Source: an optimization exercise on an open RTL-to-GDS flow (aim: small area, a short achievable clock period and few clock cycles). Production flows keep margins and buffers that such runs may drop.
In this exercise RTL edits were held to simulation tests only and were not proved equivalent to the original.
Power is estimated from default activity; no workload was simulated.

==> inputs of wip/umber <==
==> flow/design.v (excerpt) <==
module processor (clk,rst,imem_addr,imem_data,dmem_addr,dmem_wdata,dmem_we,dmem_re,dmem_rdata,stat);
    input clk;
    input rst;                   
    output [7:0] imem_addr;
    input [79:0] imem_data;
    output [7:0] dmem_addr;
    output [63:0] dmem_wdata;
    output dmem_we;
    output dmem_re;
    input [63:0] dmem_rdata;
    output [3:0] stat;           
    localparam [3:0] S_AOK = 4'b1000, S_HLT = 4'b0100, S_ADR = 4'b0010, S_INS = 4'b0001;
    integer i;
    reg [7:0]  pc;
    reg [6:0]  pc_hi;            
    reg        x_live;           
    reg [3:0]  x_stat;           
    reg        x_cmov, x_rm, x_mr, x_opq, x_call, x_ret, x_push, x_pop;
    reg        x_retf;           
    reg        x_ldp;            
    reg        x_stp;            
    reg        x_retx;           
    reg        x_rspb;           
    reg        x_sub, x_and, x_xor;
    reg [3:0]  x_fn;
    reg [14:0] x_selA, x_selB;   
    reg [3:0]  x_dst;
    reg        x_wmem;           
    reg [63:0] x_valC;           
    reg [8:0]  x_valP;           
    reg [7:0]  x_ap;             
    reg [6:0]  x_ac;             
    reg [2:0]  x_aq;             
    reg        x_c1;
    reg        sb_valid;         
    reg [7:0]  sb_addr;
    reg [63:0] sb_data;
    reg        cc_zf, cc_lt;     
    reg        stopped;
    reg [3:0]  stop_stat;
    reg [63:0] rf [0:14];
    function cond(input [3:0] fn, input zf, input lt);
        case (fn)
            4'h0: cond = 1'b1;
            4'h1: cond = lt | zf;
            4'h2: cond = lt;
            4'h3: cond = zf;
            4'h4: cond = ~zf;
            4'h5: cond = ~lt;
            4'h6: cond = ~lt & ~zf;
            default: cond = 1'b0;
        endcase
    endfunction
    function [63:0] addsk(input [63:0] x, input [63:0] y, input cin);
        reg [63:0] g, p, G, P;
        reg [63:0] c;
        integer l, k, j;
        begin
            g = x & y; p = x ^ y;
            G = g; P = p;
            G[0] = g[0] | (p[0] & cin);
            for (l = 0; l < 6; l = l + 1)
                for (k = 0; k < 64; k = k + 1)
                    if ((k >> l) & 1) begin
                        j = ((k >> l) << l) - 1;
                        G[k] = G[k] | (P[k] & G[j]);
                        P[k] = P[k] & P[j];
                    end
  ...
clock: 32.0 ns
lec_check: 0
cap_margin: 40
core_margin: 2
core_utilization: 55
cts_cluster_diameter: 110
cts_cluster_size: 24
place_density: 0.75
slew_margin: 40
standard.sh (not shown) runs the stock make flow with config.mk's settings and CLKGATE_MAP_FILE= SYNTH_SCRIPT=/design/flow/synth_recipe.tcl, a recipe that flattens the netlist after the stock synthesis.
==> flow/flow/run.sh <==
#!/bin/bash
# The standard layout, with buf_4 as the buffer on every port in place of
# the default choice (a slow delay cell).
set -euo pipefail
export BUFFER_PORTS_ARGS="-buffer_cell sky130_fd_sc_hd__buf_4"
bash standard.sh finish > standard.log 2>&1
==> inputs of wip/quartz, as changes to wip/umber <==
- CORE_UTILIZATION: 55 -> 40
- PLACE_DENSITY: 0.75 -> unset
==> inputs of wip/cedar, as changes to wip/umber <==
--- a/flow/design.v
+++ b/flow/design.v
@@ -23,14 +23,15 @@
     reg        x_rspb;           
     reg        x_sub, x_and, x_xor;
     reg [3:0]  x_fn;
     reg [14:0] x_selA, x_selB;   
     reg [3:0]  x_dst;
     reg        x_wmem;           
     reg [63:0] x_valC;           
+    reg        x_stk, x_down;    
     reg [8:0]  x_valP;           
     reg [7:0]  x_ap;             
     reg [6:0]  x_ac;             
     reg [2:0]  x_aq;             
     reg        x_c1;
     reg        sb_valid;         
     reg [7:0]  sb_addr;
@@ -75,15 +76,16 @@
         valA = 64'd0;
         valB = 64'd0;
         for (i = 0; i < 15; i = i + 1) begin
             valA = valA | ({64{x_selA[i]}} & rf[i]);
             valB = valB | ({64{x_selB[i]}} & rf[i]);
         end
     end
-    wire [63:0] valY = (x_opq | x_cmov) ? (valA ^ {64{x_sub}}) : x_valC;
+    wire [63:0] valY = (x_opq | x_cmov) ? (valA ^ {64{x_sub}}) :
+                       x_stk ? {{60{x_down}}, 4'b1000} : x_valC;       
     wire [63:0] sum = addsk(valB, valY, x_sub);
     wire [63:0] pp = valB ^ valY;
     wire [63:0] gg = valB & valY;
     wire [63:0] oo = valB | valY;
     wire [63:0] valE = x_and ? gg : x_xor ? pp : sum;
     wire zf_sum = (pp == {oo[62:0], x_sub});
     wire e_zf = x_and ? (gg == 64'd0) : x_xor ? (pp == 64'd0) : zf_sum;
@@ -274,15 +276,17 @@
         case (f_icode)
             4'h2, 4'h3, 4'h6: x_dst <= f_rB;
             4'h5, 4'hB:       x_dst <= f_rA;
             4'h8, 4'h9, 4'hA: x_dst <= 4'd4;
             default:          x_dst <= 4'hF;
         endcase
         x_wmem <= (f_icode == 4'h5) | (f_icode == 4'hB);
-        x_valC <= f_down ? 64'hFFFF_FFFF_FFFF_FFF8 : f_stack ? 64'd8 : f_valC;
+        x_valC <= f_valC;
+        x_stk  <= f_stack;
+        x_down <= f_down;
         x_valP <= f_valP;
         x_ap   <= f_ap;
         x_c1   <= f_ag[0];
         x_ac   <= {f_ag[7] | (f_ap[7] & f_ag[6]), f_ag[5] | (f_ap[5] & f_ag[4]),
                    f_ag[3] | (f_ap[3] & f_ag[2]), f_ag[6], f_ag[4], f_ag[2],
                    f_ag[1] | (f_ap[1] & f_ag[0])};
         x_aq   <= {f_ap[7] & f_ap[6], f_ap[5] & f_ap[4], f_ap[3] & f_ap[2]};
==> results_dict.tcl <==
set metrics [dict create \
    status "no timing/DRC/antenna violations" \
    clk-power_w 0.000845 \
    grt_antenna_before_repair 14 \
    grt_use_met2_pct 66.6 \
    multi_input_area_share_pct 36.1 \
    multi_input_cells 3415 \
    pwr-share-seq_pct 57.3 \
    synth_xor_area_share_pct 2.16 \
]
The numbers above come from wip/cedar.

==> results_dict.tcl <==
set metrics [dict create \
    multi_input_area_share_pct 36.3 \
    clk-power_w 0.000861 \
    r2r-start "x_selA[3]$_DFF_P_" \
    grt_antenna_before_repair 11 \
    fillers 8509 \
    status "no timing/DRC/antenna violations" \
    crit_required_ns 25.60 \
    fin_area_um2 64900 \
]
The numbers above come from wip/umber.

==> results_dict.tcl <==
set metrics [dict create \
    multi_input_area_share_pct 35.9 \
    grt_antenna_before_repair 18 \
    status "no timing/DRC/antenna violations" \
    grt_use_met2_pct 53.5 \
    multi_input_cells 3296 \
    synth_xor_area_share_pct 2.01 \
    netlist_instances 5057 \
    clk-power_w 0.000842 \
]
The numbers above come from wip/quartz.

Testbench counts of wip/umber, summed over its fixed seeds: cycles 35,385.
Testbench counts of wip/quartz, summed over its fixed seeds: cycles 35,385.
Testbench counts of wip/cedar, summed over its fixed seeds: cycles 35,385.

## afterwards: timing with drivers on the ports
The results above use ideal ports. As a check the final layouts listed here were re-extracted and re-timed, cells and wires unchanged. Step 1: set_driving_cell puts a clkbuf_16 on clk and a buf_2 on each other input, an assumption about the parent block. Step 2 times the ports against the registers' clock, not the clock port: input delays grow and output delays shrink by t, the midpoint of the rising clock arrivals with the driver on. Slacks: ideal ports / drivers / drivers and shift; pairs: ideal ports / drivers.
| run | t (ns) | setup slack, ns | clock arrival spread, ns | worst slew at a driven data input, ns | pins driven straight from the clock port |
|---|---|---|---|---|---|
| wip/umber | 0.810 | 23.168 / 23.091 / 22.527 | 0.045 / 0.046 | 0.07 | 1 |
| wip/quartz | 0.806 | 23.046 / 23.065 / 22.259 | 0.038 / 0.038 | 0.14 | 1 |
| wip/cedar | 0.802 | 22.974 / 22.974 / 22.413 | 0.040 / 0.040 | 0.07 | 1 |
After both steps setup and hold are still met in every run listed. The setup slack of wip/quartz, which loses most, moves by +0.019 ns with the drivers and by -0.787 ns with both steps.
